Background: an optimization exercise with open tools, aiming at small area, a short achievable clock period and few clock cycles. Do not read the settings as production practice.
Where RTL was checked, it was by simulation tests only, not by an equivalence proof against the original.
Only the layout flow was run in runs 5 to 8; the RTL was not checked for function there.
Power is estimated from default activity; no workload was simulated.

File: flow/constraint.sdc
create_clock -name core_clock -period 3.7 [get_ports {clk}]
set_input_delay 0.7400 -clock core_clock [delete_from_list [all_inputs] [get_ports {clk}]]
set_output_delay 0.7400 -clock core_clock [all_outputs]
set_load 0.01 [all_outputs]
File: flow/config.mk
export PLATFORM = sky130hd
export DESIGN_NAME = maze
export DESIGN_NICKNAME = maze
export VERILOG_FILES = /design/flow/design.v
export SDC_FILE = /design/flow/constraint.sdc
export NUM_CORES = 4
export LEC_CHECK = 0
export ABC_AREA = 1
export CAP_MARGIN = 20
export CORE_MARGIN = 2
export CORE_UTILIZATION = 40
export SETUP_SLACK_MARGIN = 1.6
export SLEW_MARGIN = 20
File: flow/design.v
module maze(clk, reset, start_i, row_i, action_o, coord_o);
    input clk, reset, start_i;
    input [15:0] row_i;
    output reg [1:0] action_o;
    output [5:0] coord_o;
    localparam [1:0] A_IDLE = 2'b00, A_IN = 2'b01, A_CAL = 2'b10, A_OUT = 2'b11;
    reg [63:0] s1, s0;
    reg [3:0]  cnt;
    reg [1:0]  T;       
    reg [1:0]  dm;      
    reg        tgt;     
    reg [7:0]  cpos, rpos;
    wire load = (action_o == A_IN) & ~cnt[3];
    wire walk = (action_o == A_OUT);
    wire [7:0] in1, in0, isst;
    genvar g;
    generate for (g = 0; g < 8; g = g + 1) begin : col
        assign in1[g]  =  row_i[15-2*g] &  row_i[14-2*g];
        assign in0[g]  = ~row_i[15-2*g] &  row_i[14-2*g];
        assign isst[g] =  row_i[15-2*g] & ~row_i[14-2*g];
    end endgenerate
    wire       found = load & |isst;
    wire       last  = load & (cnt[2:0] == 3'd7);    
    wire [7:0] ldr   = {8{load}} & (8'd1 << cnt[2:0]);
    reg [63:0] x1, x0;
    integer k;
    always @* begin
        x1 = s1;
        x0 = s0;
        for (k = 7; k < 64; k = k + 8) begin
            x1[k] = last ? in1[k >> 3] : s1[k];
            x0[k] = last ? in0[k >> 3] : s0[k];
        end
    end
    wire [63:0] ROW0 = 64'h0101010101010101;
    wire [63:0] ROW7 = 64'h8080808080808080;
    wire [63:0] nb  = ((x1 >> 1) & ~ROW7) | ((x1 << 1) & ~ROW0) | (x1 >> 8) | (x1 << 8);
    wire [63:0] nw  = nb & ~x1 & ~x0 & {64{~load | last}};
    wire        lab = T[1] ^ T[0];       
    always @(posedge clk) begin
        for (k = 0; k < 64; k = k + 1) begin
            if (ldr[k & 7] & ((k & 7) != 7)) begin
                s1[k] <= in1[k >> 3];
                s0[k] <= in0[k >> 3];
            end else begin
                s1[k] <= x1[k] | nw[k];
                s0[k] <= x0[k] | (nw[k] & lab);
            end
        end
    end
    wire [63:0] G = s1 & ~(s0 ^ {64{tgt}});
    reg  [7:0] cv, rv;    
    integer a, b;
    always @* begin
        for (a = 0; a < 8; a = a + 1) begin
            cv[a] = 1'b0;
            rv[a] = 1'b0;
            for (b = 0; b < 8; b = b + 1) begin
                cv[a] = cv[a] | (cpos[b] & G[b*8+a]);
                rv[a] = rv[a] | (rpos[b] & G[a*8+b]);
            end
        end
    end
    wire up    = |(rpos[7:1] & cv[6:0]);
    wire down  = |(rpos[6:0] & cv[7:1]);
    wire left  = |(cpos[7:1] & rv[6:0]);
    wire right = |(cpos[6:0] & rv[7:1]);
    wire reach = up | down | left | right;
    function [2:0] enc(input [7:0] x);
        enc = {|x[7:4], x[2] | x[3] | x[6] | x[7], x[1] | x[3] | x[5] | x[7]};
    endfunction
    wire [2:0] cc = enc(cpos);
    wire [2:0] cr = enc(rpos);
    assign coord_o = {cc, cr};
    wire mu = walk & up;
    wire md = walk & ~up & down;
    wire mv = walk & ~(up | down);           
    wire ml = mv & left;
    wire mr = mv & ~left;
    wire hold = ~found & ~walk;
    wire pd = cc[0] ^ cr[0] ^ row_i[4] ^ row_i[0];    
    always @(posedge clk) begin
        rpos <= ({8{found}} & (8'd1 << cnt[2:0])) | ({8{hold | mv}} & rpos)
              | ({8{mu}} & (rpos >> 1)) | ({8{md}} & (rpos << 1));
        cpos <= ({8{found}} & isst) | ({8{hold | mu | md}} & cpos)
              | ({8{ml}} & (cpos >> 1)) | ({8{mr}} & (cpos << 1));
    end
    always @(posedge clk) begin
        if (load & ~last) T <= 2'd0;
        else              T <= T + 2'd1;
        if (walk)                  dm <= dm - 2'd1;
        else if (action_o == A_IN) dm <= {~pd, pd};
        else                       dm <= T + 2'd1;
        tgt <= (walk & ~dm[1]) | (~walk & ~load & ((reach & tgt) | (~reach & lab)));
    end
    always @(posedge clk or posedge reset) begin
        if (reset) begin
            action_o <= A_IDLE;
            cnt <= 4'd0;
        end else begin
            case (action_o)
                A_IDLE: begin
                    cnt <= 4'd0;
                    if (start_i) action_o <= A_IN;
                end
                A_IN: begin
                    cnt <= cnt + 4'd1;
                    if (cnt[3]) action_o <= reach ? A_OUT : A_CAL;
                end
                A_CAL: if (reach) action_o <= A_OUT;
                A_OUT: if (!reach) action_o <= A_IDLE;    
            endcase
        end
    end
endmodule
File: flow/run.sh
#!/bin/bash
# synth_recipe.tcl (not shown) runs the flow's synth.tcl, then flattens the netlist and writes it again
# the make line also repeats each setting of config.mk as NAME=value (left out here)
make -C /OpenROAD-flow-scripts/flow DESIGN_CONFIG=/design/flow/config.mk WORK_HOME=/design/flow/orfs CLKGATE_MAP_FILE= SYNTH_SCRIPT=/design/flow/synth_recipe.tcl finish
==> results of run 1 <==
==> cells by family after synthesis <==
| group | Yosys count |
|---|---|
| simple gates | 757 |
| buf+inv | 238 |
| flops | 155 |
| compound gates | 278 |
| xor+xnor | 6 |
| fa+ha+maj | 10 |
==> repair_timing <==
| action | in CTS | in global routing |
|---|---|---|
| resized for setup | 107 | 156 |
| cloned | 7 | 4 |
| pin swaps | 31 | 39 |
| setup endpoints to repair | 155 | 88 |
| setup buffers | 30 | 35 |
==> area by class of cell <==
| cell class | count | area share |
|---|---|---|
| Clock inverter | 13 | 0.01776 |
| Clock buffer | 19 | 0.03759 |
| Tap cell | 313 | 0.03251 |
| Multi-Input combinational cell | 1052 | 0.4756 |
| Timing Repair inverter | 1 | 0.0005193 |
| Timing Repair Buffer | 124 | 0.1120 |
| Inverter | 170 | 0.06003 |
| Antenna cell | 1 | 0.0002077 |
| Sequential cell | 155 | 0.2638 |
==> where the power goes <==
group	internal (W)	switching, W	total, W
sequential	0.00248	0.00118	0.00365
clock	0.00124	0.000770	0.00201
combinational	0.00249	0.00416	0.00665
==> per-layer routing <==
layer / vias to the layer above / global-route usage / share of wire
li1: 5141 / - / -
met1: 5098 / 0.4237 / 0.41
met2: 677 / 0.4804 / 0.44
met3: 125 / 0.07034 / 0.11
met4: 0 / 0.1376 / 0.045
met5: - / 0 / 0
==> worst paths after layout <==
path                       cells after the start     endpoint  slack (ps)
max                                           14      rpos[0]        1270
min                                            1        dm[0]         450
max reg2reg                                   14      rpos[0]        1270
min reg2reg                                    1        dm[0]         450
max in group asynchronous                      2       cnt[2]        2960
min in group asynchronous                      2  action_o[1]         530
==> synthesized netlist by cell type (7+ instances only) <==
cell,number,share of area
nor2_1,103,0.041
a31oi_1,28,0.019
nand3_1,84,0.045
inv_1,164,0.066
buf_4,11,0.0088
dfxtp_1,149,0.32
o21ai_1,12,0.0064
o21ai_0,140,0.075
clkbuf_1,49,0.020
a21oi_1,60,0.032
nor3_1,17,0.0091
nand2_1,357,0.14
ha_1,10,0.013
a211oi_1,14,0.011
nand4_1,115,0.077
nor4_1,56,0.037
or2_2,7,0.0047
a311oi_1,8,0.0075
==> state kept, by name, indices dropped and copies added (netlist names) <==
register  cells
T             2
action_o      2
cnt           4
cpos          8
dm            2
rpos          8
s0           64
s1           64
tgt           1
==> cell usage in the layout, fill, tap and decap left out, types with 5 or more instances in the layout <==
cell	instances
clkbuf_16	21
o21ai_0	113
inv_4	6
ha_1	7
dfxtp_4	11
o21ai_1	29
bufinv_16	5
nand3_1	73
nor2_4	9
inv_2	12
nor3_1	14
nand2_4	7
buf_16	6
a31oi_1	27
a21oi_1	58
buf_12	11
nand4_1	115
buf_6	11
or2_2	6
inv_1	145
nand2_1	336
nor2_2	22
buf_4	65
o21ai_4	5
clkdlybuf4s50_1	18
o21ai_2	6
nand3_2	11
nand2_2	18
a311oi_1	8
dfxtp_1	138
nor4_1	51
nor2_1	77
a211oi_1	13
==> stage by stage <==
stage	hold slack [ps]	util	cells
2_1_floorplan	432.6	-	1444
4_1_cts	461.4	0.4906	1808
3_5_place_dp	450.0	0.4347	1739
3_3_place_gp	445.1	0.4347	1739
5_1_grt	473.8	0.5288	1847
6_report	454.7	0.5289	1848
==> qor.txt, run 1 <==
PnR Total Power -> 0.01232 W
GRT Total Usage -> 0.3143
Post-DP Area -> 0.009902 mm^2
Async set-reset flop share out of synthesis -> 0.03871
CTS tree -> yes
Least-Margin Pin Slew -> 728.3 ps
Max-Cap Viols -> 0
Post-synth EDFFs -> 0
First-pass GRT wire length -> 58.31 mm
Period Utilization, post-route -> 0.6571
DRC -> 0
Mapped cell area -> 0.009348 mm^2
Setup crit end kind -> flop
Compound-gate portion of the synthesized area -> 0.1652
Sink Count -> 155
Post-Synth Simple-Gate Area -> 0.3779
Main synth FF type -> dfxtp_1
Power per cell area -> 1023 mW/mm^2
Main combinational cell family by area after synthesis -> simple AND/OR/NAND/NOR gates
Worst Path Max Fanout -> 13
Clk pin slew, worst setup/hold paths -> 60 ps
Number of synthesized register bits -> 155
Cts hold-fix bufs -> 0
HP Class -> flop to flop
Initial DRC count -> 1424
Initial antenna violation count -> 1
Gate Count Post-Synth -> 1444
VDD IR max -> 0.4366 mV
Synth cell types -> 44
H-tree Lvls -> 4
Post-route ant nets -> 0
Slack of the critical path -> 1269 ps
Syn Nets -> 1473
Final WL -> 39.49 mm
First-pass detailed-route iteration total -> 8
Filler cells -> 2286
Worst path top cell family by delay -> simple AND/OR/NAND/NOR gates
Die Y -> 156.9 um
Sequential area share after synthesis -> 0.3352
Vias in the first global route -> 9837
Gp weighted congestion -> 0.9786
Final instance area -> 0.01205 mm^2
Vias after detailed routing -> 11040
CP startpoint kind -> flop
Multi-input gate area -> 0.005731 mm^2
Gr ovfl total -> 0
CP Buf/Inv Count -> 2
Nets -> 1550
CP required -> 4010 ps
Fmax -> 411.3 MHz
Avg Vias per Cell -> 5.975
Num rows -> 55
Core Box Area -> 0.02278 mm^2
Synth warn -> 1
Total area of sequential cells -> 0.003178 mm^2
Post-Synth Adder-Cell Area -> 0.01339
Final setup viols -> 0
Critical Path Max Stage Delay -> 450 ps
Skew-Pair Late Insertion Delay -> 440 ps
Min Tclk post-route -> 2431 ps
CP most frequent cell -> nand2_1
Initial core utilization -> 0.4104
R2r startpoint -> tgt
Max-slew violation total from the final report -> 0
I/O pins -> 27
Hold path start -> dm[0]
Mux cell area share after synthesis -> 0
Avg Cell Area, Syn -> 6.473 um^2
Critical path's slowest cell -> dfxtp_4
Static Leakage -> 5.576 nW
HPWL after detailed placement -> 26.21 mm
Die area -> 0.02461 mm^2
Critical path cell sequence -> clkinv_8 -> buf_8 -> nand2_1 -> nand4_1 -> nand2_1 -> nor2_1 -> a21boi_1 -> nor2_2 -> nand2_2 -> nor2_4 -> nand2_4 -> o21ai_4 -> nand2_1 -> nand3_1
Pin count of the biggest net entering global routing -> 33
Number of I/O port buffers -> 26
RSZ-0062 raised after global routing -> true
Root cell of the clock tree -> clkbuf_16
Slew HR -> 0.5145
Pre-CTS worst setup slack -> 911.5 ps
Xor/xnor share of the synthesized area -> 0.005622
CP startpoint -> tgt
Final hold viol count -> 0
Status -> no timing/DRC/antenna violations
Total negative slack -> 0 ps
WL/cell -> 21.37 um
Area Overhead vs Synth -> 28.88%
Crit path arrival time -> 2740 ps
CP Class -> flop to flop
Die W -> 156.9 um
Setup Skew -> 13.12 ps
Layout cells sized above 1 -> 0.1851
Clock buffer depth -> 2
Total CTS buffers -> 17
Testbench counts, summed over its fixed seeds: cycles 39,396.
==> run 2: changes to the inputs <==
--- a/flow/config.mk
+++ b/flow/config.mk
@@ -10,4 +10,4 @@
 export CORE_MARGIN = 2
 export CORE_UTILIZATION = 40
-export SETUP_SLACK_MARGIN = 1.6
+export SETUP_SLACK_MARGIN = 1.0
 export SLEW_MARGIN = 20
==> qor.txt, run 2 <==
Mapped cell area -> 0.009348 mm^2 (unchanged)
Final hold viol count -> 0 (unchanged)
Min Tclk post-route -> 2676 ps (+244.5 ps)
Sequential area share after synthesis -> 0.3352 (unchanged)
Total negative slack -> 0 ps (unchanged)
Top Registers -> s0: 64 flops, s1: 64 flops
Static Leakage -> 4.979 nW (-11%)
CTS tree -> yes
Clk pin slew, worst setup/hold paths -> 70 ps (about the same)
Initial antenna violation count -> 0 (-1)
# diodes -> 0 (-1)
Die W -> 156.9 um (unchanged)
Post-DP Area -> 0.009886 mm^2 (-0.16%)
Gr ovfl total -> 0 (unchanged)
CP required -> 2960 ps (-1050 ps)
Number of I/O port buffers -> 26 (unchanged)
Syn Nets -> 1473 (unchanged)
Least-Margin Pin Slew -> 709.0 ps (-19.27 ps)
Die area -> 0.02461 mm^2 (unchanged)
Reg-to-reg slack, setup -> 1120 ps (-150 ps)
Avg Vias per Cell -> 5.827 (-2.5%)
Final setup viols -> 0 (unchanged)
Gp weighted congestion -> 0.8968 (-8.4%)
Top cells by count, synth -> nand2_1, inv_1, dfxtp_1
M1 GR Usage -> 0.4034 (-0.02024)
Avg Cell Area, Syn -> 6.473 um^2 (unchanged)
Final hold slack -> 460.1 ps (+5.467 ps)
CP startpoint -> cpos[3]
Skew-Pair Late Insertion Delay -> 430 ps (about the same)
Fmax -> 373.7 MHz (-9.1%)
RSZ-0062 raised after global routing -> true
Period Utilization, post-route -> 0.7232 (+0.06608)
GR Layer Usage met3 -> 0.04874 (-0.02160)
Cell with the most instances after synthesis -> nand2_1
Commonest non-fill, non-tap cell in the layout -> nand2_1
HP Class -> flop to flop
Gate Count Post-Synth -> 1444 (unchanged)
Nets -> 1480 (-4.5%)
Share of Yosys cell area claimed by the top area cell type -> 0.3191 (unchanged)
Main synth FF type -> dfxtp_1
R2r startpoint -> tgt
First-pass GRT wire length -> 53.45 mm (-8.3%)
Hold path cells -> 1 (unchanged)
Max-Cap Viols -> 0 (unchanged)
Pin count of the biggest net entering global routing -> 66 (+100%)
Filler cells -> 2350 (+2.8%)
GRT Max-Usage Layer -> met2
Synth warn -> 1 (unchanged)
Die Y -> 156.9 um (unchanged)
Clock buffer depth -> 2 (unchanged)
Post-route ant nets -> 0 (unchanged)
Setup Skew -> 12.73 ps (-0.3881 ps)
Final WL -> 35.53 mm (-10%)
VDD IR max -> 0.3582 mV (-18%)
Worst Path Max Fanout -> 9 (-4)
Setup crit end kind -> output port
Max-slew violation total from the final report -> 0 (unchanged)
Total CTS buffers -> 17 (unchanged)
Synth top area cells -> dfxtp_1, nand2_1, nand4_1
CP startpoint kind -> flop
Final instance area -> 0.01065 mm^2 (-12%)
Cts hold-fix bufs -> 0 (unchanged)
Leading cell types in the layout, fill and taps excluded -> nand2_1, inv_1, dfxtp_1, o21ai_0, nand4_1
DRC -> 0 (unchanged)
R2R cell count -> 18 (+4)
Post-synth EDFFs -> 0 (unchanged)
First-pass detailed-route iteration total -> 6 (-2)
Crit path arrival time -> 1940 ps (-800 ps)
CP Class -> flop to output port
Synth cell types -> 44 (unchanged)
Num rows -> 55 (unchanged)
GRT Total Usage -> 0.2838 (-0.03052)
Hold path start -> dm[0]
Initial core utilization -> 0.4104 (unchanged)
Number of synthesized register bits -> 155 (unchanged)
I/O pins -> 27 (unchanged)
PnR Total Power -> 0.01085 W (-12%)
HPWL after detailed placement -> 24.56 mm (-6.3%)
Core Box Area -> 0.02278 mm^2 (unchanged)
Layout cells sized above 1 -> 0.07514 (-0.1100)
Async set-reset flop share out of synthesis -> 0.03871 (unchanged)
Root cell of the clock tree -> clkbuf_16
Area Overhead vs Synth -> 13.97%
Vias after detailed routing -> 10350 (-6.2%)
Vias in the first global route -> 9244 (-6.0%)
WL/cell -> 19.99 um (-6.4%)
Initial DRC count -> 1397 (-1.9%)
H-tree Lvls -> 4 (unchanged)
Status -> no timing/DRC/antenna violations
Sink Count -> 155 (unchanged)
GR Util met2 -> 0.4290 (-0.05138)
Slew HR -> 0.5266 (+0.01216)
Yosys top cell by area -> dfxtp_1
Power per cell area -> 1019 mW/mm^2 (-0.39%)
[run 2: path summary, 6_finish.rpt]
path,end
max in group asynchronous,cnt[2]
worst max register to register,cpos[1]
worst max-delay path,coord_o[3]
min in group asynchronous,cnt[0]
worst min-delay path,dm[0]
worst min register to register,dm[0]
[run 2: power breakdown]
part	leakage (nW)	internal [W]	switching, W	total, W
combinational	3.38	0.00177	0.00363	0.00540
sequential	1.32	0.00246	0.00120	0.00367
clock	0.273	0.000980	0.000801	0.00178
total	4.98	0.00521	0.00564	0.0109
[run 2: logic make-up after synthesis]
logic type      after synthesis  share of synthesized area
compound gates              278                     0.1652
xor+xnor                      6                   0.005622
fa+ha+maj                    10                    0.01339
buf+inv                     238                     0.1028
flops                       155                     0.3352
simple gates                757                     0.3779
[run 2: worst max-delay path, stage by stage (launching register included)]
cell and delay (ps):
dfxtp_2 350, buf_6 160, inv_1 180, nand4_1 250, clkdlybuf4s50_1 560
[run 2: layout make-up]
type                            instances  area, um^2  area share
Clock buffer                           19       452.9     0.04251
Clock inverter                         13       133.9     0.01257
Timing Repair Buffer                   55       570.5     0.05355
Tap cell                              313       391.6     0.03676
Inverter                              170       648.1     0.06083
Sequential cell                       155        3157      0.2963
Multi-Input combinational cell       1052        5300      0.4975
[run 2: routing by layer]
layer | part of all wire | vias up
met5 | 0 | -
met4 | 0.034 | 0
met3 | 0.096 | 68
met2 | 0.43 | 533
met1 | 0.44 | 4761
li1 | - | 4992
[run 2: metrics by stage]
stage,cells,utilization,worst slack [ps]
after CTS,1771,0.4612,916.1
after floorplan,1444,-,1498
final,1777,0.4677,1024
after global routing,1777,0.4677,968.0
after global placement,1737,0.4340,869.9
after detailed placement,1737,0.4340,776.1
[run 2: what timing repair did]
action | in CTS | in global routing
endpoints found under the setup margin | 14 | 29
pin swaps | 1 | 2
setup buffers | 2 | 1
gates resized for setup | 13 | 18
cloned | 0 | 5
==> run 3: changes to the inputs <==
--- a/flow/config.mk
+++ b/flow/config.mk
@@ -9,5 +9,6 @@
 export CAP_MARGIN = 20
 export CORE_MARGIN = 2
-export CORE_UTILIZATION = 40
+export CORE_UTILIZATION = 60
+export PLACE_DENSITY = 0.75
 export SETUP_SLACK_MARGIN = 1.0
 export SLEW_MARGIN = 20
==> qor.txt, run 3 <==
Cell with the most instances after synthesis -> nand2_1
Fmax -> 374.5 MHz (+0.20%)
RSZ-0062 raised after global routing -> false
VDD IR max -> 1.027 mV (+190%)
Pin count of the biggest net entering global routing -> 65 (-1.5%)
Critical Path Max Stage Delay -> 570 ps (about the same)
Initial antenna violation count -> 0 (unchanged)
Leading cell types in the layout, fill and taps excluded -> nand2_1, inv_1, dfxtp_1, o21ai_0, nand4_1
Final hold slack -> 463.3 ps (+3.183 ps)
Core Box Area -> 0.01520 mm^2 (-33%)
CP Class -> flop to output port
Critical path's slowest cell -> clkdlybuf4s50_1
Combinational share of power -> 0.491 (-0.007)
Power per cell area -> 1037 mW/mm^2 (+1.8%)
Initial DRC count -> 1546 (+11%)
GRT Total Usage -> 0.4032 (+0.1194)
Synth warn -> 1 (unchanged)
Worst path top cell family by delay -> buffers and inverters
Status -> no timing/DRC/antenna violations
Top cells by count, synth -> nand2_1, inv_1, dfxtp_1
Sequential area share after synthesis -> 0.3352 (unchanged)
Fin util -> 0.6925 (+0.2248)
Number of I/O port buffers -> 26 (unchanged)
Total CTS buffers -> 17 (unchanged)
Slew HR -> 0.5064 (-0.02020)
Vias after detailed routing -> 10810 (+4.4%)
CP required -> 2960 ps (about the same)
Min Tclk post-route -> 2670 ps (-5.420 ps)
First-pass GRT wire length -> 51.65 mm (-3.4%)
Slack of the critical path -> 1030 ps (+5.420 ps)
Number of synthesized register bits -> 155 (unchanged)
Mapped cell area -> 0.009348 mm^2 (unchanged)
Clock buffer depth -> 2 (unchanged)
Initial core utilization -> 0.6149 (+0.2045)
CP startpoint -> cpos[7]
Yosys top cell by area -> dfxtp_1
Top Registers -> s0: 64 flops, s1: 64 flops
Finished Layout Cells -> 1653 (-7.0%)
Critical path cell sequence -> buf_4 -> inv_1 -> nand4_1 -> clkdlybuf4s50_1
Num rows -> 45 (-18%)
Clk pin slew, worst setup/hold paths -> 70 ps (about the same)
Sink Count -> 155 (unchanged)
Vias in the first global route -> 9574 (+3.6%)
WL/cell -> 20.54 um (+2.7%)
Filler cells -> 1367 (-42%)
Layout cells sized above 1 -> 0.07099 (-0.004147)
Multi-input gate area -> 0.005274 mm^2 (-0.50%)
Static Leakage -> 5.015 nW (+0.72%)
Hold path start -> dm[0]
Setup crit end kind -> output port
CP startpoint kind -> flop
Die area -> 0.01659 mm^2 (-33%)
Least-Margin Pin Slew -> 721.7 ps (+12.68 ps)
H-tree Lvls -> 4 (unchanged)
Final hold viol count -> 0 (unchanged)
CP Buf/Inv Count -> 3 (unchanged)
Post-synth EDFFs -> 0 (unchanged)
Synth top area cells -> dfxtp_1, nand2_1, nand4_1
Total negative slack -> 0 ps (unchanged)
Crit path arrival time -> 1930 ps (about the same)
Gp weighted congestion -> 1.019 (+14%)
Skew-Pair Late Insertion Delay -> 450 ps (+20 ps)
Period Utilization, post-route -> 0.7217 (-0.001465)
CTS tree -> yes
DRC -> 0 (unchanged)
Dpl cells -> 1612 (-7.2%)
Async set-reset flop share out of synthesis -> 0.03871 (unchanged)
R2r startpoint -> tgt
Main synth FF type -> dfxtp_1
Sw Ratio -> 0.5056 (-0.01412)
Worst Path Max Fanout -> 11 (+2)
First-pass detailed-route iteration total -> 6 (unchanged)
Psw -> 0.005518 W (-2.2%)
Root cell of the clock tree -> clkbuf_16
Post-route ant nets -> 0 (unchanged)
Syn Nets -> 1473 (unchanged)
Die W -> 128.8 um (-18%)
I/O pins -> 27 (unchanged)
Pre-CTS worst setup slack -> 912.0 ps (+135.9 ps)
Setup Skew -> 11.05 ps (-1.687 ps)
Die Y -> 128.8 um (-18%)
Sequential share of power -> 0.332 (-0.006)
HP Class -> flop to flop
Share of Yosys cell area claimed by the top area cell type -> 0.3191 (unchanged)
# diodes -> 0 (unchanged)
Final WL -> 33.95 mm (-4.5%)
Commonest non-fill, non-tap cell in the layout -> nand2_1
Area Overhead vs Synth -> 12.62%
Avg Vias per Cell -> 6.537 (+12%)
Int Pwr -> 0.005396 W (+3.5%)
Max-Cap Viols -> 0 (unchanged)
Total area of sequential cells -> 0.003148 mm^2 (-0.28%)
Avg Cell Area, Syn -> 6.473 um^2 (unchanged)
HPWL after detailed placement -> 22.95 mm (-6.5%)
Gr ovfl total -> 0 (unchanged)
Synth cell types -> 44 (unchanged)
Clk pwr share -> 0.177 (+0.013)
Nets -> 1481 (+0.068%)
Final setup viols -> 0 (unchanged)
Max-slew violation total from the final report -> 0 (unchanged)
Gate Count Post-Synth -> 1444 (unchanged)
-- run 3: metal layers --
| layer | share of wire | track usage |
|---|---|---|
| met4 | 0.048 | 0.2052 |
| met2 | 0.44 | 0.6103 |
| met3 | 0.12 | 0.08857 |
| met1 | 0.40 | 0.5424 |
| met5 | 0.00080 | 0 |
-- run 3: cells by family after synthesis --
family                   synth area share
adder cells (fa/ha/maj)           0.01339
AO/OA/AOI/OAI                      0.1652
flip-flops                         0.3352
AND/OR/NAND/NOR                    0.3779
buffers and inverters              0.1028
XOR/XNOR                         0.005622
-- run 3: final cells by class --
| class | instances | share of cell area |
|---|---|---|
| multi-input combinational | 1051 | 0.5010 |
| sequential | 155 | 0.2990 |
| inverter | 170 | 0.06228 |
| timing repair buffer | 56 | 0.05408 |
| clock buffer | 22 | 0.04504 |
| tap | 188 | 0.02234 |
| clock inverter | 10 | 0.01545 |
| timing repair inverter | 1 | 0.0008319 |
-- run 3: power groups by stage --
stage / sequential, W / combinational, W / clock [W]
floorplan: 0.00305 / 0.00375 / 0
detailed placement: 0.00355 / 0.00494 / 0
CTS: 0.00352 / 0.00498 / 0.00192
finish: 0.00363 / 0.00536 / 0.00193
global placement: 0.00354 / 0.00484 / 0
global route: 0.00370 / 0.00583 / 0.00200
-- run 3: worst reg2reg max path: cells and delay by family (launching register included) --
kind,cells,cell delay [ps]
buffers and inverters,2,380
and+or+nand+nor,15,1650
DFF,1,420
-- run 3: what timing repair did --
action | CTS | global route
gates resized for setup | 10 | 17
cloned | 0 | 3
endpoints found under the setup margin | 26 | 82
endpoints found under the hold margin | 0 | 0
hold buffers | 0 | 0
pin swaps | 1 | 2
setup buffers | 3 | 3
-- run 3: path summary, 6_finish.rpt --
check / endpoint / slack (ps) / depth (start not counted)
worst min register to register: dm[0] / 460 / 1
worst max-delay path: coord_o[3] / 1030 / 4
worst max register to register: action_o[1] / 1130 / 17
min in group asynchronous: action_o[0] / 510 / 2
worst min-delay path: dm[0] / 460 / 1
max in group asynchronous: cnt[1] / 2980 / 2
-- run 3: through the flow --
step           instance area [um^2]  power [W]
3_3_place_gp                   9717   0.008381
5_1_grt                       10530    0.01153
2_1_floorplan                  9348   0.006801
6_report                      10530    0.01091
4_1_cts                       10390    0.01042
3_5_place_dp                   9717   0.008482
==> run 4: changes to the inputs <==
--- a/flow/config.mk
+++ b/flow/config.mk
@@ -9,6 +9,8 @@
 export CAP_MARGIN = 20
 export CORE_MARGIN = 2
-export CORE_UTILIZATION = 60
-export PLACE_DENSITY = 0.75
+export CORE_UTILIZATION = 40
+export CTS_BUF_LIST = sky130_fd_sc_hd__clkbuf_4 sky130_fd_sc_hd__clkbuf_8
+export CTS_CLUSTER_DIAMETER = 80
+export CTS_CLUSTER_SIZE = 30
 export SETUP_SLACK_MARGIN = 1.0
 export SLEW_MARGIN = 20
==> qor.txt, run 4 <==
Yosys top cell by area -> dfxtp_1
Slew HR -> 0.5314 (+0.02498)
RSZ-0062 raised after global routing -> true
Period Utilization, post-route -> 0.7388 (+0.01709)
Post-Synth Adder-Cell Area -> 0.01339 (unchanged)
DRC -> 0 (unchanged)
Cts hold-fix bufs -> 0 (unchanged)
Reg-to-reg slack, setup -> 1100 ps (-30 ps)
Async set-reset flop share out of synthesis -> 0.03871 (unchanged)
Synth warn -> 1 (unchanged)
Gp weighted congestion -> 0.8968 (-12%)
Final setup viols -> 0 (unchanged)
Num rows -> 55 (+22%)
CTS tree -> yes
Max-slew violation total from the final report -> 0 (unchanged)
CP required -> 2960 ps (about the same)
Power per cell area -> 990.7 mW/mm^2 (-4.4%)
Avg Vias per Cell -> 5.822 (-11%)
Synth top area cells -> dfxtp_1, nand2_1, nand4_1
CP Class -> flop to output port
Total area of sequential cells -> 0.003162 mm^2 (+0.44%)
Clock buffer depth -> 2 (unchanged)
Fmax -> 365.8 MHz (-2.3%)
Area Overhead vs Synth -> 11.87%
Status -> no timing/DRC/antenna violations
Final WL -> 35.53 mm (+4.7%)
Total CTS buffers -> 17 (unchanged)
Post-synth EDFFs -> 0 (unchanged)
CP startpoint kind -> flop
Sequential share of power -> 0.354 (+0.022)
Clk pwr share -> 0.129 (-0.048)
Mapped cell area -> 0.009348 mm^2 (unchanged)
Setup Skew -> 16.70 ps (+5.651 ps)
H-tree Lvls -> 4 (unchanged)
Final hold viol count -> 0 (unchanged)
Leading cell types in the layout, fill and taps excluded -> nand2_1, inv_1, dfxtp_1, o21ai_0, nand4_1
Int Pwr -> 0.004788 W (-11%)
Core Box Area -> 0.02278 mm^2 (+50%)
Worst Path Max Fanout -> 9 (-2)
Static Leakage -> 4.883 nW (-2.6%)
Multi-input gate area -> 0.005289 mm^2 (+0.28%)
R2R cell count -> 17 (unchanged)
Avg Cell Area, Syn -> 6.473 um^2 (unchanged)
Cell with the most instances after synthesis -> nand2_1
Vias in the first global route -> 9231 (-3.6%)
# diodes -> 0 (unchanged)
Number of synthesized register bits -> 155 (unchanged)
Number of I/O port buffers -> 26 (unchanged)
Initial DRC count -> 1224 (-21%)
Clk pin slew, worst setup/hold paths -> 100 ps (+30 ps)
Total negative slack -> 0 ps (unchanged)
Sink Count -> 155 (unchanged)
First-pass GRT wire length -> 53.43 mm (+3.4%)
Min Tclk post-route -> 2734 ps (+63.24 ps)
Die Y -> 156.9 um (+22%)
Post-Synth Simple-Gate Area -> 0.3779 (unchanged)
Initial core utilization -> 0.4104 (-0.2045)
Die area -> 0.02461 mm^2 (+48%)
Nets -> 1479 (-0.14%)
First-pass detailed-route iteration total -> 6 (unchanged)
Pin count of the biggest net entering global routing -> 66 (+1.5%)
R2r startpoint -> tgt
Commonest non-fill, non-tap cell in the layout -> nand2_1
Initial antenna violation count -> 0 (unchanged)
I/O pins -> 27 (unchanged)
Top cells by count, synth -> nand2_1, inv_1, dfxtp_1
Post-route ant nets -> 0 (unchanged)
Die W -> 156.9 um (+22%)
Crit path arrival time -> 1990 ps (+60 ps)
Gr ovfl total -> 0 (unchanged)
Synth cell types -> 44 (unchanged)
Filler cells -> 2372 (+74%)
Least-Margin Pin Slew -> 701.9 ps (-19.82 ps)
HP Class -> primary input to asynchronous set/reset pin
Psw -> 0.005572 W (+0.98%)
Vias after detailed routing -> 10340 (-4.3%)
Root cell of the clock tree -> clkbuf_8
Compound-gate portion of the synthesized area -> 0.1652 (unchanged)
HPWL after detailed placement -> 24.56 mm (+7.0%)
Skew-Pair Late Insertion Delay -> 470 ps (+20 ps)
Layout cells sized above 1 -> 0.07519 (+0.004198)
Xor/xnor share of the synthesized area -> 0.005622 (unchanged)
Sequential area share after synthesis -> 0.3352 (unchanged)
Sw Ratio -> 0.5378 (+0.03225)
GRT Total Usage -> 0.2842 (-0.1190)
Setup crit end kind -> output port
Main synth FF type -> dfxtp_1
Max-Cap Viols -> 0 (unchanged)
Syn Nets -> 1473 (unchanged)
Share of Yosys cell area claimed by the top area cell type -> 0.3191 (unchanged)
VDD IR max -> 0.3135 mV (-69%)
Fin util -> 0.4591 (-0.2334)
WL/cell -> 20.01 um (-2.6%)
Gate Count Post-Synth -> 1444 (unchanged)
Reg2reg end -> cpos[7]
Top Registers -> s0: 64 flops, s1: 64 flops
Mux cell area share after synthesis -> 0 (unchanged)
CP startpoint -> cpos[3]
Main combinational cell family by area after synthesis -> simple AND/OR/NAND/NOR gates
Combinational share of power -> 0.517 (+0.026)
[run 4: cell counts after synthesis]
Identical to the previous run, type by type.
[run 4: what timing repair did]
action / CTS / global route
endpoints found under the setup margin: 14 / 30
setup buffers: 3 / 0
cloned: 0 / 4
endpoints found under the hold margin: 0 / 0
pin swaps: 1 / 1
gates resized for setup: 18 / 17
[run 4: logic make-up after synthesis]
group                      count (synthesis)
adders and majority gates                 10
and+or+nand+nor                          757
AOI/OAI and AO/OA                        278
buffers and inverters                    238
xor gates and xnor gates                   6
DFF                                      155
[run 4: routing by layer]
metal  track usage  vias up  part of all wire
li1              -     4974                 -
met1        0.4085     4784              0.44
met2        0.4225      527              0.43
met3       0.04569       55             0.096
met4        0.1131        0             0.033
met5             0        -                 0
[run 4: how the worst max path moves through the flow]
stage / cells after the start / end / slack (ps)
after detailed placement: 11 / s0[6] / 780
after CTS: 3 / coord_o[3] / 850
after global placement: 11 / s0[6] / 870
final: 4 / coord_o[3] / 970
after global routing: 4 / coord_o[3] / 940
after floorplan: 11 / s1[58] / 1500
[run 4: metrics by stage]
stage	worst slack, ps	cells	total power, W	area (um^2)	hold WS (ps)
2_1_floorplan	1498	1444	0.006801	9348	432.6
3_3_place_gp	869.9	1737	0.008551	9886	446.0
3_5_place_dp	776.1	1737	0.008593	9886	455.3
4_1_cts	848.7	1772	0.009961	10330	448.6
5_1_grt	940.8	1776	0.01106	10460	464.0
6_report	966.4	1776	0.01036	10460	460.0
[run 4: cell type report]
type	count	share of cell area
inverters	170	0.06210
multi-input cells	1051	0.5057
repair buffers	55	0.05456
flip-flops and latches	155	0.3023
clock buffers	19	0.02501
clock inverters	13	0.01280
well taps	313	0.03745
[run 4: worst max-delay path, stage by stage (launching register included)]
cell and delay, ps:
dfxtp_2 380, buf_6 180, inv_1 130, nand4_1 230, clkdlybuf4s50_1 580
[run 4: power by group through the flow]
stage	sequential [W]	clock [W]	combinational [W]
2_1_floorplan	0.00305	0	0.00375
3_3_place_gp	0.00360	0	0.00495
3_5_place_dp	0.00360	0	0.00499
4_1_cts	0.00358	0.00135	0.00503
5_1_grt	0.00376	0.00141	0.00589
6_report	0.00367	0.00134	0.00536
==> run 5: changes to the inputs <==
--- a/flow/design.v
+++ b/flow/design.v
@@ -49,17 +49,22 @@
         end
     end
-    wire [63:0] G = s1 & ~(s0 ^ {64{tgt}});
-    reg  [7:0] cv, rv;    
+    wire [63:0] P = s1 &  s0;      
+    wire [63:0] Q = s1 & ~s0;      
+    reg  [7:0] cv1, cv0, rv1, rv0;    
     integer a, b;
     always @* begin
         for (a = 0; a < 8; a = a + 1) begin
-            cv[a] = 1'b0;
-            rv[a] = 1'b0;
+            cv1[a] = 1'b0; cv0[a] = 1'b0;
+            rv1[a] = 1'b0; rv0[a] = 1'b0;
             for (b = 0; b < 8; b = b + 1) begin
-                cv[a] = cv[a] | (cpos[b] & G[b*8+a]);
-                rv[a] = rv[a] | (rpos[b] & G[a*8+b]);
+                cv1[a] = cv1[a] | (cpos[b] & P[b*8+a]);
+                cv0[a] = cv0[a] | (cpos[b] & Q[b*8+a]);
+                rv1[a] = rv1[a] | (rpos[b] & P[a*8+b]);
+                rv0[a] = rv0[a] | (rpos[b] & Q[a*8+b]);
             end
         end
     end
+    wire [7:0] cv = tgt ? cv1 : cv0;
+    wire [7:0] rv = tgt ? rv1 : rv0;
     wire up    = |(rpos[7:1] & cv[6:0]);
     wire down  = |(rpos[6:0] & cv[7:1]);
--- a/flow/config.mk
+++ b/flow/config.mk
@@ -10,7 +10,4 @@
 export CORE_MARGIN = 2
 export CORE_UTILIZATION = 40
-export CTS_BUF_LIST = sky130_fd_sc_hd__clkbuf_4 sky130_fd_sc_hd__clkbuf_8
-export CTS_CLUSTER_DIAMETER = 80
-export CTS_CLUSTER_SIZE = 30
 export SETUP_SLACK_MARGIN = 1.0
 export SLEW_MARGIN = 20
==> qor.txt, run 5 <==
Max-Cap Viols -> 0 (unchanged)
Post-route ant nets -> 0 (unchanged)
Skew-Pair Late Insertion Delay -> 440 ps (-30 ps)
Sink Count -> 155 (unchanged)
R2R cell count -> 10 (-7)
Total CTS buffers -> 17 (unchanged)
Critical Path Max Stage Delay -> 600 ps (+20 ps)
Fin util -> 0.4539 (-0.005166)
Top cells by count, synth -> nand3_1, nand2_1, inv_1
CP Class -> flop to output port
Nets -> 1608 (+8.7%)
First-pass detailed-route iteration total -> 6 (unchanged)
Vias after detailed routing -> 11700 (+13%)
Mapped cell area -> 0.01007 mm^2 (+7.7%)
Slew HR -> 0.3910 (-0.1404)
Core Box Area -> 0.02496 mm^2 (+9.6%)
Final WL -> 41.40 mm (+17%)
Num rows -> 58 (+5.5%)
Max-slew violation total from the final report -> 0 (unchanged)
Total negative slack -> 0 ps (unchanged)
Dpl cells -> 1886 (+8.6%)
CP startpoint kind -> flop
Die area -> 0.02646 mm^2 (+7.5%)
Gr ovfl total -> 0 (unchanged)
WL/cell -> 21.54 um (+7.7%)
Least-Margin Pin Slew -> 890.5 ps (+188.6 ps)
# diodes -> 0 (unchanged)
H-tree Lvls -> 4 (unchanged)
Synth cell types -> 43 (-2.3%)
Initial core utilization -> 0.4034 (-0.007014)
Xor/xnor share of the synthesized area -> 0.004349 (-0.001273)
Clock buffer depth -> 2 (unchanged)
Commonest non-fill, non-tap cell in the layout -> nand3_1
Finished Layout Cells -> 1922 (+8.2%)
Top Registers -> s0: 64 flops, s1: 64 flops
CP required -> 2960 ps (about the same)
Fmax -> 358.1 MHz (-2.1%)
Min Tclk post-route -> 2793 ps (+58.98 ps)
Final hold viol count -> 0 (unchanged)
Cell with the most instances after synthesis -> nand3_1
Number of I/O port buffers -> 26 (unchanged)
Crit path arrival time -> 2050 ps (+60 ps)
GRT Total Usage -> 0.3119 (+0.02768)
Main combinational cell family by area after synthesis -> simple AND/OR/NAND/NOR gates
Share of Yosys cell area claimed by the top area cell type -> 0.2962 (-0.02288)
Clk pin slew, worst setup/hold paths -> 70 ps (-30 ps)
Final setup viols -> 0 (unchanged)
CTS tree -> yes
Mux cell area share after synthesis -> 0 (unchanged)
VDD IR max -> 0.4810 mV (+53%)
Status -> no timing/DRC/antenna violations
Compound-gate portion of the synthesized area -> 0.1296 (-0.03557)
Critical path cell sequence -> buf_4 -> inv_1 -> nand4_1 -> clkdlybuf4s50_1
Setup crit end kind -> output port
Die Y -> 162.7 um (+3.7%)
Crit. path cell count -> 4 (unchanged)
Yosys top cell by area -> dfxtp_1
Root cell of the clock tree -> clkbuf_16
Pin count of the biggest net entering global routing -> 35 (-47%)
Gp weighted congestion -> 0.9855 (+9.9%)
HP Class -> flop to flop
Worst Path Max Fanout -> 21 (+12)
Main synth FF type -> dfxtp_1
Setup Skew -> 11.87 ps (-4.827 ps)
HPWL after detailed placement -> 31.62 mm (+29%)
RSZ-0062 raised after global routing -> true
Layout cells sized above 1 -> 0.07726 (+0.002073)
Avg Cell Area, Syn -> 6.455 um^2 (-0.29%)
DRC -> 0 (unchanged)
Power per cell area -> 959.5 mW/mm^2 (-3.1%)
Leading cell types in the layout, fill and taps excluded -> nand3_1, nand2_1, inv_1, nor2_1, dfxtp_1
Sequential area share after synthesis -> 0.3111 (-0.02403)
Syn Nets -> 1589 (+7.9%)
CP Buf/Inv Count -> 3 (unchanged)
Vias in the first global route -> 10790 (+17%)
Period Utilization, post-route -> 0.7548 (+0.01594)
Initial DRC count -> 1549 (+27%)
Post-Synth Simple-Gate Area -> 0.4287 (+0.05082)
Gate Count Post-Synth -> 1560 (+8.0%)
Synth top area cells -> dfxtp_1, nand3_1, nand2_1
Async set-reset flop share out of synthesis -> 0.03871 (unchanged)
First-pass GRT wire length -> 62.53 mm (+17%)
Critical path's slowest cell -> clkdlybuf4s50_1
Number of synthesized register bits -> 155 (unchanged)
Avg Vias per Cell -> 6.085 (+4.5%)
Hold path cells -> 1
Worst path top cell family by delay -> buffers and inverters
Synth warn -> 1 (unchanged)
Area Overhead vs Synth -> 12.54%
Static Leakage -> 5.498 nW (+13%)
I/O pins -> 27 (unchanged)
Post-Synth Adder-Cell Area -> 0.01243 (-0.0009596)
Initial antenna violation count -> 1 (+1)
Post-synth EDFFs -> 0 (unchanged)
Die W -> 162.7 um (+3.7%)
-- run 5: cell count changes in the layout (fill, tap and decap cells not counted), sizes merged, moves of 49 or more --
cell   before  now
nor2      110  175
nand4     115   60
nand3      84  384
nand2     360  264
o21ai     153   38
nor4       56    7
-- run 5: cell families (layout without fill, tap and decap cells) --
| kind of cell | count (synthesis) | count (layout) |
|---|---|---|
| AND/OR/NAND/NOR | 919 | 919 |
| AO/OA/AOI/OAI | 205 | 205 |
| buffers and inverters | 266 | 298 |
| XOR/XNOR | 5 | 5 |
| adder cells (fa/ha/maj) | 10 | 10 |
| flip-flops | 155 | 155 |
-- run 5: worst reg2reg max path, cell delays in order, from the launching register on --
cell,delay (ps)
dfrtp_1,450
inv_1,110
ha_2,260
inv_2,100
nor2_8,200
inv_2,150
nor3_2,130
buf_4,320
clkinvlp_4,440
nor2_1,210
a31oi_1,50
-- run 5: final timing paths --
check,slack (ps),end,startpoint
min,460,tgt,dm[1]
max,910,coord_o[0],rpos[1]
max in group asynchronous,3000,cnt[3],reset
min reg2reg,460,tgt,dm[1]
min in group asynchronous,510,action_o[0],reset
max reg2reg,1180,s1[40],action_o[1]
-- run 5: layer usage --
| metal | wire (um) | global-route usage | part of all wire | vias to the layer above |
|---|---|---|---|---|
| met4 | 2031 | 0.1533 | 0.049 | 0 |
| met5 | 0 | 0 | 0 | - |
| met2 | 18690 | 0.4998 | 0.45 | 639 |
| met1 | 16980 | 0.4147 | 0.41 | 5521 |
| met3 | 3693 | 0.04074 | 0.089 | 116 |
| li1 | - | - | - | 5420 |
-- run 5: power breakdown --
group	switching [W]	internal [W]
combinational	0.00384	0.00175
clock	0.000794	0.00111
sequential	0.00101	0.00237
total	0.00565	0.00523
-- run 5: through the flow --
step           total power, W  cell area (um^2)  setup WS [ps]  hold WS, ps
2_1_floorplan        0.006769             10070           1615        432.6
3_3_place_gp         0.008659             10640          756.6        451.1
3_5_place_dp         0.008698             10640          694.2        461.1
4_1_cts               0.01060             11270          863.8        469.1
5_1_grt               0.01154             11330          879.0        504.4
6_report              0.01087             11330          907.4        464.7
-- run 5: final cells by class --
type | instances | area [um^2]
Clock inverter | 11 | 157.7
Timing Repair Buffer | 63 | 550.5
Inverter | 202 | 774.5
Timing Repair inverter | 1 | 7.507
Multi-Input combinational cell | 1139 | 5808
Tap cell | 330 | 412.9
Sequential cell | 155 | 3161
Fill cell | 2702 | 13630
Clock buffer | 21 | 460.4
-- run 5: timing repair --
action | CTS | global route
endpoints found under the hold margin | 0 | 0
hold buffers | 0 | 0
gates cloned | 0 | 1
pin swaps | 0 | 2
endpoints found under the setup margin | 112 | 101
resized for setup | 11 | 17
setup buffers | 0 | 3
==> run 6: changes to the inputs <==
--- a/flow/design.v
+++ b/flow/design.v
@@ -49,22 +49,20 @@
         end
     end
-    wire [63:0] P = s1 &  s0;      
-    wire [63:0] Q = s1 & ~s0;      
-    reg  [7:0] cv1, cv0, rv1, rv0;    
+    reg  [7:0] c1, c0, r1, r0;    
     integer a, b;
     always @* begin
         for (a = 0; a < 8; a = a + 1) begin
-            cv1[a] = 1'b0; cv0[a] = 1'b0;
-            rv1[a] = 1'b0; rv0[a] = 1'b0;
+            c1[a] = 1'b0; c0[a] = 1'b0;
+            r1[a] = 1'b0; r0[a] = 1'b0;
             for (b = 0; b < 8; b = b + 1) begin
-                cv1[a] = cv1[a] | (cpos[b] & P[b*8+a]);
-                cv0[a] = cv0[a] | (cpos[b] & Q[b*8+a]);
-                rv1[a] = rv1[a] | (rpos[b] & P[a*8+b]);
-                rv0[a] = rv0[a] | (rpos[b] & Q[a*8+b]);
+                c1[a] = c1[a] | (cpos[b] & s1[b*8+a]);
+                c0[a] = c0[a] | (cpos[b] & s0[b*8+a]);
+                r1[a] = r1[a] | (rpos[b] & s1[a*8+b]);
+                r0[a] = r0[a] | (rpos[b] & s0[a*8+b]);
             end
         end
     end
-    wire [7:0] cv = tgt ? cv1 : cv0;
-    wire [7:0] rv = tgt ? rv1 : rv0;
+    wire [7:0] cv = c1 & ~(c0 ^ {8{tgt}});
+    wire [7:0] rv = r1 & ~(r0 ^ {8{tgt}});
     wire up    = |(rpos[7:1] & cv[6:0]);
     wire down  = |(rpos[6:0] & cv[7:1]);
==> qor.txt, run 6 <==
Initial core utilization -> 0.4095 (+0.006177)
HP Class -> flop to flop
Main synth FF type -> dfxtp_1
Core Box Area -> 0.02354 mm^2 (-5.7%)
PnR Total Power -> 0.01115 W (+2.5%)
Final WL -> 38.26 mm (-7.6%)
DRC -> 0 (unchanged)
Vias after detailed routing -> 10780 (-7.8%)
Sw Ratio -> 0.5313 (+0.01212)
Nets -> 1570 (-2.4%)
CTS tree -> yes
Die Y -> 159.3 um (-2.1%)
Slew HR -> 0.3446 (-0.04638)
WL/cell -> 20.44 um (-5.1%)
Leading cell types in the layout, fill and taps excluded -> nand2_1, nor2_1, o21ai_0, dfxtp_1, inv_1
Max-slew violation total from the final report -> 0 (unchanged)
Sequential area share after synthesis -> 0.3249 (+0.01381)
Yosys top cell by area -> dfxtp_1
Die W -> 159.3 um (-2.1%)
Post-synth EDFFs -> 0 (unchanged)
Skew-Pair Late Insertion Delay -> 440 ps (about the same)
Max-Cap Viols -> 0 (unchanged)
Critical path cell sequence -> inv_1 -> nand4_1 -> clkdlybuf4s50_1
First-pass GRT wire length -> 58.89 mm (-5.8%)
Post-Synth Simple-Gate Area -> 0.3977 (-0.03094)
Post-route ant nets -> 0 (unchanged)
Power per cell area -> 1032 mW/mm^2 (+7.5%)
Min Tclk post-route -> 2645 ps (-147.8 ps)
Status -> no timing/DRC/antenna violations
# diodes -> 0 (unchanged)
Xor/xnor share of the synthesized area -> 0.004542 (+0.0001930)
Syn Nets -> 1562 (-1.7%)
Pin count of the biggest net entering global routing -> 45 (+29%)
Number of synthesized register bits -> 155 (unchanged)
Gp weighted congestion -> 0.9703 (-1.5%)
CP Buf/Inv Count -> 2 (-1)
CP required -> 2960 ps (about the same)
Multi-input gate area -> 0.005629 mm^2 (-3.1%)
Crit path arrival time -> 1900 ps (-150 ps)
Die area -> 0.02536 mm^2 (-4.1%)
Clk pin slew, worst setup/hold paths -> 70 ps (about the same)
Fmax -> 378.1 MHz (+5.6%)
Mux cell area share after synthesis -> 0.01142 (+0.01142)
Commonest non-fill, non-tap cell in the layout -> nand2_1
CP Class -> flop to output port
Compound-gate portion of the synthesized area -> 0.1546 (+0.02496)
Post-Synth Adder-Cell Area -> 0.01298 (+0.0005515)
Gr ovfl total -> 0 (unchanged)
GRT Total Usage -> 0.2984 (-0.01353)
Synth top area cells -> dfxtp_1, nand2_1, o21ai_0
I/O pins -> 27 (unchanged)
Avg Cell Area, Syn -> 6.289 um^2 (-2.6%)
Total area of sequential cells -> 0.003171 mm^2 (+0.32%)
CP startpoint kind -> flop
Critical path's slowest cell -> clkdlybuf4s50_1
Mapped cell area -> 0.009642 mm^2 (-4.2%)
Synth warn -> 1 (unchanged)
Gate Count Post-Synth -> 1533 (-1.7%)
Final hold viol count -> 0 (unchanged)
Period Utilization, post-route -> 0.7148 (-0.03995)
Async set-reset flop share out of synthesis -> 0.03871 (unchanged)
Setup crit end kind -> output port
Total CTS buffers -> 17 (unchanged)
Setup Skew -> 9.847 ps (-2.023 ps)
Clock buffer depth -> 2 (unchanged)
Worst Path Max Fanout -> 12 (-43%)
Initial antenna violation count -> 0 (-1)
Initial DRC count -> 1145 (-26%)
Combinational share of power -> 0.504 (-0.010)
Avg Vias per Cell -> 5.757 (-5.4%)
Num rows -> 56 (-3.4%)
Share of Yosys cell area claimed by the top area cell type -> 0.3094 (+0.01315)
HPWL after detailed placement -> 27.59 mm (-13%)
Root cell of the clock tree -> clkbuf_16
Total negative slack -> 0 ps (unchanged)
Synth cell types -> 45 (+4.7%)
Sequential share of power -> 0.346 (+0.035)
Layout cells sized above 1 -> 0.08371 (+0.006448)
RSZ-0062 raised after global routing -> false
Sink Count -> 155 (unchanged)
Main combinational cell family by area after synthesis -> simple AND/OR/NAND/NOR gates
Top Registers -> s0: 64 flops, s1: 64 flops
Static Leakage -> 5.152 nW (-6.3%)
Worst path top cell family by delay -> buffers and inverters
Least-Margin Pin Slew -> 979.4 ps (+88.98 ps)
Filler cells -> 2520 (-6.7%)
Critical Path Max Stage Delay -> 600 ps (about the same)
Number of I/O port buffers -> 26 (unchanged)
VDD IR max -> 0.8988 mV (+87%)
Vias in the first global route -> 10020 (-7.1%)
Final hold slack -> 457.1 ps (-7.630 ps)
Clk pwr share -> 0.149 (-0.026)
Cell with the most instances after synthesis -> nand2_1
Top cells by count, synth -> nand2_1, nor2_1, dfxtp_1
Int Pwr -> 0.005226 W (about the same)
Final setup viols -> 0 (unchanged)
Area Overhead vs Synth -> 12.06%
First-pass detailed-route iteration total -> 5 (-1)
H-tree Lvls -> 4 (unchanged)
Psw -> 0.005923 W (+4.9%)
-- run 6: power groups by stage --
stage / clock (W) / sequential [W] / combinational [W]
floorplan: 0 / 0.00307 / 0.00414
global placement: 0 / 0.00380 / 0.00531
detailed placement: 0 / 0.00379 / 0.00537
CTS: 0.00167 / 0.00377 / 0.00540
global route: 0.00173 / 0.00393 / 0.00626
finish: 0.00167 / 0.00386 / 0.00562
-- run 6: area by class of cell --
class                           count  share of cell area
Sequential cell                   155              0.2935
Clock inverter                     14             0.01054
Timing Repair inverter              3            0.001621
Inverter                          126             0.04517
Timing Repair Buffer               62             0.05188
Clock buffer                       17             0.03937
Multi-Input combinational cell   1176              0.5210
Tap cell                          319             0.03694
-- run 6: logic make-up after synthesis --
group,after synthesis
AO/OA/AOI/OAI,268
buffers and inverters,202
adder cells (fa/ha/maj),10
flip-flops,155
XOR/XNOR,5
AND/OR/NAND/NOR,882
multiplexers,11
-- run 6: final timing paths --
path,startpoint,end,slack [ps],cells past startpoint
max,cpos[3],coord_o[3],1060,3
min,dm[0],dm[0],460,1
max reg2reg,action_o[1],s0[20],1200,12
min reg2reg,dm[0],dm[0],460,1
max in group asynchronous,reset,cnt[0],2980,2
min in group asynchronous,reset,action_o[1],520,2
-- run 6: stage by stage --
| stage | utilization | instance area [um^2] | cells | setup WS [ps] |
|---|---|---|---|---|
| 3_5_place_dp | 0.4274 | 10060 | 1827 | 743.3 |
| 3_3_place_gp | 0.4274 | 10060 | 1827 | 816.9 |
| 4_1_cts | 0.4527 | 10660 | 1862 | 889.9 |
| 2_1_floorplan | - | 9642 | 1533 | 1671 |
| 6_report | 0.4589 | 10800 | 1872 | 1055 |
| 5_1_grt | 0.4589 | 10800 | 1872 | 1008 |
-- run 6: routing by layer --
layer  wire, um  track usage
met1      16790       0.4069
met4       1516       0.1285
met5          0            0
met2      16810       0.4625
met3       3148      0.05470
-- run 6: timing repair --
item / 4_1_cts / 5_1_grt
cloned: 0 / 3
hold buffers: 0 / 0
resized for setup: 17 / 25
buffers inserted: 4 / 7
hold endpoints to repair: 0 / 0
endpoints found under the setup margin: 16 / 112
==> run 7: changes to the inputs <==
--- a/flow/config.mk
+++ b/flow/config.mk
@@ -10,4 +10,4 @@
 export CORE_MARGIN = 2
 export CORE_UTILIZATION = 40
-export SETUP_SLACK_MARGIN = 1.0
+export SETUP_SLACK_MARGIN = 1.3
 export SLEW_MARGIN = 20
==> qor.txt, run 7 <==
Syn Nets -> 1562 (unchanged)
Avg Cell Area, Syn -> 6.289 um^2 (unchanged)
Max-slew violation total from the final report -> 0 (unchanged)
Total CTS buffers -> 17 (unchanged)
Cell with the most instances after synthesis -> nand2_1
HP Class -> flop to flop
Critical path cell sequence -> nor2_1 -> nand3_1 -> clkdlybuf4s50_1
CP required -> 2960 ps (about the same)
Nets -> 1600 (+1.9%)
Worst path top cell family by delay -> buffers and inverters
Number of synthesized register bits -> 155 (unchanged)
Clock buffer depth -> 2 (unchanged)
Root cell of the clock tree -> clkbuf_16
Filler cells -> 2466 (-2.1%)
Min Tclk post-route -> 2376 ps (-268.9 ps)
I/O pins -> 27 (unchanged)
Initial antenna violation count -> 1 (+1)
Post-synth EDFFs -> 0 (unchanged)
RSZ-0062 raised after global routing -> false
DRC -> 0 (unchanged)
Worst Path Max Fanout -> 12 (unchanged)
Period Utilization, post-route -> 0.6421 (-0.07267)
Die Y -> 159.3 um (unchanged)
Gate Count Post-Synth -> 1533 (unchanged)
Main synth FF type -> dfxtp_1
WL/cell -> 21.22 um (+3.8%)
Leading cell types in the layout, fill and taps excluded -> nand2_1, o21ai_0, nor2_1, dfxtp_1, inv_1
GRT Total Usage -> 0.3101 (+0.01168)
Fin util -> 0.4816 (+0.02269)
Commonest non-fill, non-tap cell in the layout -> nand2_1
Slew HR -> 0.3675 (+0.02292)
CP Buf/Inv Count -> 1 (-1)
Vias after detailed routing -> 11120 (+3.1%)
Crit path arrival time -> 1640 ps (-260 ps)
Sink Count -> 155 (unchanged)
Die area -> 0.02536 mm^2 (unchanged)
Initial DRC count -> 1511 (+32%)
Power per cell area -> 1040 mW/mm^2 (+0.79%)
PnR Total Power -> 0.01179 W (+5.8%)
First-pass GRT wire length -> 60.99 mm (+3.6%)
Synth top area cells -> dfxtp_1, nand2_1, o21ai_0
Total negative slack -> 0 ps (unchanged)
Top Registers -> s0: 64 flops, s1: 64 flops
HPWL after detailed placement -> 27.59 mm (unchanged)
Skew-Pair Late Insertion Delay -> 440 ps (about the same)
Post-DP Area -> 0.01006 mm^2 (unchanged)
Critical path's slowest cell -> clkdlybuf4s50_1
Gr ovfl total -> 0 (unchanged)
Least-Margin Pin Slew -> 945.2 ps (-34.25 ps)
Yosys top cell by area -> dfxtp_1
Setup Skew -> 9.416 ps (-0.4311 ps)
CP Class -> flop to output port
First-pass detailed-route iteration total -> 6 (+1)
Final hold viol count -> 0 (unchanged)
Final instance area -> 0.01134 mm^2 (+4.9%)
Sequential area share after synthesis -> 0.3249 (unchanged)
Final setup viols -> 0 (unchanged)
Mapped cell area -> 0.009642 mm^2 (unchanged)
Max-Cap Viols -> 0 (unchanged)
Static Leakage -> 5.426 nW (+5.3%)
CP startpoint kind -> flop
VDD IR max -> 0.9055 mV (+0.74%)
H-tree Lvls -> 4 (unchanged)
Async set-reset flop share out of synthesis -> 0.03871 (unchanged)
Layout cells sized above 1 -> 0.1238 (+0.04011)
Post-route ant nets -> 0 (unchanged)
Setup crit end kind -> output port
Number of I/O port buffers -> 26 (unchanged)
Final WL -> 40.36 mm (+5.5%)
Clk pin slew, worst setup/hold paths -> 70 ps (about the same)
Avg Vias per Cell -> 5.844 (+1.5%)
Status -> no timing/DRC/antenna violations
Fmax -> 420.9 MHz (+11%)
Area Overhead vs Synth -> 17.60%
Core Box Area -> 0.02354 mm^2 (unchanged)
Initial core utilization -> 0.4095 (unchanged)
Die W -> 159.3 um (unchanged)
# diodes -> 0 (unchanged)
CTS tree -> yes
Top cells by count, synth -> nand2_1, nor2_1, dfxtp_1
Gp weighted congestion -> 0.9703 (unchanged)
Share of Yosys cell area claimed by the top area cell type -> 0.3094 (unchanged)
Pin count of the biggest net entering global routing -> 45 (unchanged)
Synth cell types -> 45 (unchanged)
Critical Path Max Stage Delay -> 540 ps (-60 ps)
Num rows -> 56 (unchanged)
Vias in the first global route -> 10280 (+2.6%)
Synth warn -> 1 (unchanged)
run 7: cell counts after synthesis:
Identical to the previous run, type by type.
run 7: kinds of logic after synthesis:
| group | synth area share |
|---|---|
| xor+xnor | 0.004543 |
| mux | 0.01142 |
| compound gates | 0.1546 |
| flops | 0.3249 |
| buf+inv | 0.09382 |
| fa+ha+maj | 0.01298 |
| simple gates | 0.3977 |
run 7: report_power, final:
| group | total (W) | internal [W] | switching, W |
|---|---|---|---|
| Clock | 0.00167 | 0.000867 | 0.000799 |
| Combinational | 0.00636 | 0.00217 | 0.00419 |
| Sequential | 0.00377 | 0.00249 | 0.00128 |
run 7: metrics by stage:
| stage | cells | worst slack [ps] | hold slack [ps] |
|---|---|---|---|
| final | 1902 | 1324 | 456.4 |
| after global placement | 1827 | 816.9 | 459.4 |
| after CTS | 1881 | 1220 | 464.8 |
| after floorplan | 1533 | 1671 | 432.6 |
| after detailed placement | 1827 | 743.3 | 452.3 |
| after global routing | 1902 | 1279 | 521.0 |
run 7: worst reg2reg max path, cell delays in order (launching register included):
cell	delay [ps]
dfrtp_2	440
inv_1	130
ha_4	180
inv_2	60
nor2_4	140
buf_8	160
inv_1	110
nor2_4	200
buf_4	220
clkbuf_16	210
nor4_1	80
o21ai_0	160
o21ai_0	110
run 7: what timing repair did:
item / 4_1_cts / 5_1_grt
hold endpoints to repair: 0 / 0
cloned: 1 / 4
pin swaps: 1 / 19
setup endpoints to repair: 133 / 129
setup buffers: 22 / 17
resized for setup: 48 / 69
hold buffers: 0 / 0
run 7: cell type report:
| type | count | area [um^2] | share of cell area |
|---|---|---|---|
| clock buffers | 17 | 425.4 | 0.03752 |
| clock inverters | 14 | 113.9 | 0.01004 |
| inverters | 126 | 490.5 | 0.04326 |
| multi-input cells | 1177 | 5831 | 0.5142 |
| flip-flops and latches | 155 | 3187 | 0.2811 |
| well taps | 319 | 399.1 | 0.03520 |
| repair buffers | 92 | 877.1 | 0.07736 |
| repair inverters | 2 | 15.01 | 0.001324 |
run 7: path summary, 6_finish.rpt:
path                        startpoint     endpoint  slack [ps]  depth (start not counted)
max reg2reg                action_o[1]       s1[48]        1370                         12
max                            rpos[6]   coord_o[1]        1320                          3
max in group asynchronous        reset       cnt[0]        2960                          2
min in group asynchronous        reset  action_o[1]         510                          2
min reg2reg                      dm[0]        dm[0]         460                          1
min                              dm[0]        dm[0]         460                          1
run 7: routing by layer:
layer,share of wire,vias up,global-route usage
li1,-,5187,-
met1,0.42,5155,0.4210
met2,0.43,649,0.4830
met3,0.10,124,0.05340
met4,0.049,0,0.1384
met5,0,-,0
==> run 8: changes to the inputs <==
--- a/flow/config.mk
+++ b/flow/config.mk
@@ -10,4 +10,7 @@
 export CORE_MARGIN = 2
 export CORE_UTILIZATION = 40
-export SETUP_SLACK_MARGIN = 1.3
+export CTS_BUF_LIST = sky130_fd_sc_hd__clkbuf_4 sky130_fd_sc_hd__clkbuf_8
+export CTS_CLUSTER_DIAMETER = 80
+export CTS_CLUSTER_SIZE = 30
+export SETUP_SLACK_MARGIN = 1.6
 export SLEW_MARGIN = 20
==> qor.txt, run 8 <==
Status -> no timing/DRC/antenna violations
Synth top area cells -> dfxtp_1, nand2_1, o21ai_0
Number of synthesized register bits -> 155 (unchanged)
First-pass GRT wire length -> 63.42 mm (+4.0%)
Max-Cap Viols -> 0 (unchanged)
VDD IR max -> 1.011 mV (+12%)
Final hold slack -> 452.1 ps (-4.346 ps)
Initial DRC count -> 1534 (+1.5%)
Syn Nets -> 1562 (unchanged)
Least-Margin Pin Slew -> 984.2 ps (+39.04 ps)
Share of Yosys cell area claimed by the top area cell type -> 0.3094 (unchanged)
Filler cells -> 2331 (-5.5%)
CTS tree -> yes
Setup Skew -> 20.28 ps (+10.87 ps)
Min Tclk post-route -> 2282 ps (-93.85 ps)
Cell with the most instances after synthesis -> nand2_1
Total negative slack -> 0 ps (unchanged)
Mapped cell area -> 0.009642 mm^2 (unchanged)
Avg Cell Area, Syn -> 6.289 um^2 (unchanged)
Post-synth EDFFs -> 0 (unchanged)
Power per cell area -> 1054 mW/mm^2 (+1.4%)
Initial antenna violation count -> 0 (-1)
I/O pins -> 27 (unchanged)
HPWL after detailed placement -> 27.59 mm (unchanged)
Fin util -> 0.5402 (+0.05857)
Sequential share of power -> 0.290 (-0.030)
Final hold viol count -> 0 (unchanged)
Max-slew violation total from the final report -> 0 (unchanged)
Int Pwr -> 0.006244 W (+13%)
Total CTS buffers -> 17 (unchanged)
Num rows -> 56 (unchanged)
Post-route ant nets -> 0 (unchanged)
Main synth FF type -> dfxtp_1
Gate Count Post-Synth -> 1533 (unchanged)
H-tree Lvls -> 4 (unchanged)
Nets -> 1659 (+3.7%)
Static Leakage -> 5.835 nW (+7.5%)
Gp weighted congestion -> 0.9703 (unchanged)
Sw Ratio -> 0.5343 (+0.002376)
Skew-Pair Late Insertion Delay -> 490 ps (+50 ps)
Layout cells sized above 1 -> 0.2320 (+0.1082)
First-pass detailed-route iteration total -> 8 (+2)
Async set-reset flop share out of synthesis -> 0.03871 (unchanged)
Clk pin slew, worst setup/hold paths -> 100 ps (+30 ps)
Leading cell types in the layout, fill and taps excluded -> nand2_1, dfxtp_1, nor2_1, inv_1, o21ai_0
WL/cell -> 22.38 um (+5.5%)
Die area -> 0.02536 mm^2 (unchanged)
Final setup viols -> 0 (unchanged)
Number of I/O port buffers -> 26 (unchanged)
Die W -> 159.3 um (unchanged)
Setup crit end kind -> flop
Sequential area share after synthesis -> 0.3249 (unchanged)
Yosys top cell by area -> dfxtp_1
Worst Path Max Fanout -> 11 (-1)
Clk pwr share -> 0.091 (-0.050)
Combinational share of power -> 0.619 (+0.080)
Synth cell types -> 45 (unchanged)
Die Y -> 159.3 um (unchanged)
Area Overhead vs Synth -> 31.90%
Top cells by count, synth -> nand2_1, nor2_1, dfxtp_1
Clock buffer depth -> 2 (unchanged)
GRT Total Usage -> 0.3246 (+0.01454)
Root cell of the clock tree -> clkbuf_8
CP required -> 4080 ps (+1120 ps)
Vias after detailed routing -> 11720 (+5.4%)
RSZ-0062 raised after global routing -> true
Final WL -> 43.89 mm (+8.8%)
# diodes -> 0 (unchanged)
Fmax -> 438.2 MHz (+4.1%)
HP Class -> flop to flop
Psw -> 0.007164 W (+14%)
Avg Vias per Cell -> 5.975 (+2.2%)
Period Utilization, post-route -> 0.6168 (-0.02536)
Vias in the first global route -> 10620 (+3.2%)
Synth warn -> 1 (unchanged)
DRC -> 0 (unchanged)
Top Registers -> s0: 64 flops, s1: 64 flops
Gr ovfl total -> 0 (unchanged)
CP startpoint kind -> flop
Crit path arrival time -> 2660 ps (+1020 ps)
Sink Count -> 155 (unchanged)
Initial core utilization -> 0.4095 (unchanged)
Commonest non-fill, non-tap cell in the layout -> nand2_1
CP Class -> flop to flop
Pin count of the biggest net entering global routing -> 45 (unchanged)
Slew HR -> 0.3414 (-0.02613)
Core Box Area -> 0.02354 mm^2 (unchanged)
run 8: cell counts after synthesis:
No cell type changed its count.
run 8: layout make-up:
cell class,instances,area [um^2],share of cell area
inverters,126,519.2,0.04083
clock buffers,17,234.0,0.01840
clock inverters,14,113.9,0.008953
flip-flops and latches,155,3193,0.2511
well taps,319,399.1,0.03139
multi-input cells,1177,6513,0.5121
repair buffers,152,1738,0.1367
repair inverters,1,7.507,0.0005903
run 8: cell families after synthesis:
group,after synthesis,share of synthesized area
fa+ha+maj,10,0.01298
mux,11,0.01142
flops,155,0.3249
compound gates,268,0.1546
buf+inv,202,0.09382
simple gates,882,0.3977
xor+xnor,5,0.004543
run 8: layer usage:
layer / global-route usage / share of wire / vias to the layer above
met3: 0.05653 / 0.11 / 173
met2: 0.5020 / 0.43 / 792
met1: 0.4349 / 0.40 / 5449
li1: - / - / 5303
met4: 0.1669 / 0.061 / 0
met5: 0 / 0 / -
run 8: path summary, 6_finish.rpt:
path	start	end	slack, ps	depth (start not counted)
hold / removal	dm[0]	dm[0]	450	1
setup / recovery	cpos[5]	action_o[1]	1420	17
max in group asynchronous	reset	cnt[2]	3000	2
hold reg to reg	dm[0]	dm[0]	450	1
min in group asynchronous	reset	action_o[1]	470	2
setup reg to reg	cpos[5]	action_o[1]	1420	17
run 8: power by group through the flow:
stage | logic [W] | clock network, W | registers (W)
2_1_floorplan | 0.00414 | 0 | 0.00307
3_3_place_gp | 0.00531 | 0 | 0.00380
3_5_place_dp | 0.00537 | 0 | 0.00379
4_1_cts | 0.00683 | 0.00122 | 0.00367
5_1_grt | 0.00889 | 0.00128 | 0.00394
6_report | 0.00830 | 0.00123 | 0.00388
run 8: timing repair:
item	CTS	global route
hold endpoints to repair	0	0
gates cloned	5	8
setup endpoints to repair	159	151
pin swaps	54	95
gates resized for setup	212	197
hold buffers	0	0
buffers inserted	64	26
run 8: worst max-delay path, cell delays in order (launching register included):
cell and delay (ps):
dfxtp_4 370, buf_6 150, buf_8 160, nand2_1 60, nand2_1 90, nor2_1 130, nand2_1 90, nand4_1 140
nand2_2 80, nor2_4 100, nand2_4 90, nor2_8 180, buf_12 140, nand2_8 50, nand2_2 80, nand3_2 100
nand2_1 100, nand2_1 60
run 8: metrics by stage:
| step | cells | setup slack (ps) | cell area, um^2 | total power [W] |
|---|---|---|---|---|
| finish | 1961 | 1418 | 12720 | 0.01341 |
| global route | 1961 | 1332 | 12720 | 0.01411 |
| CTS | 1927 | 1477 | 11590 | 0.01171 |
| detailed placement | 1827 | 743.3 | 10060 | 0.009159 |
| global placement | 1827 | 816.9 | 10060 | 0.009113 |
| floorplan | 1533 | 1671 | 9642 | 0.007212 |
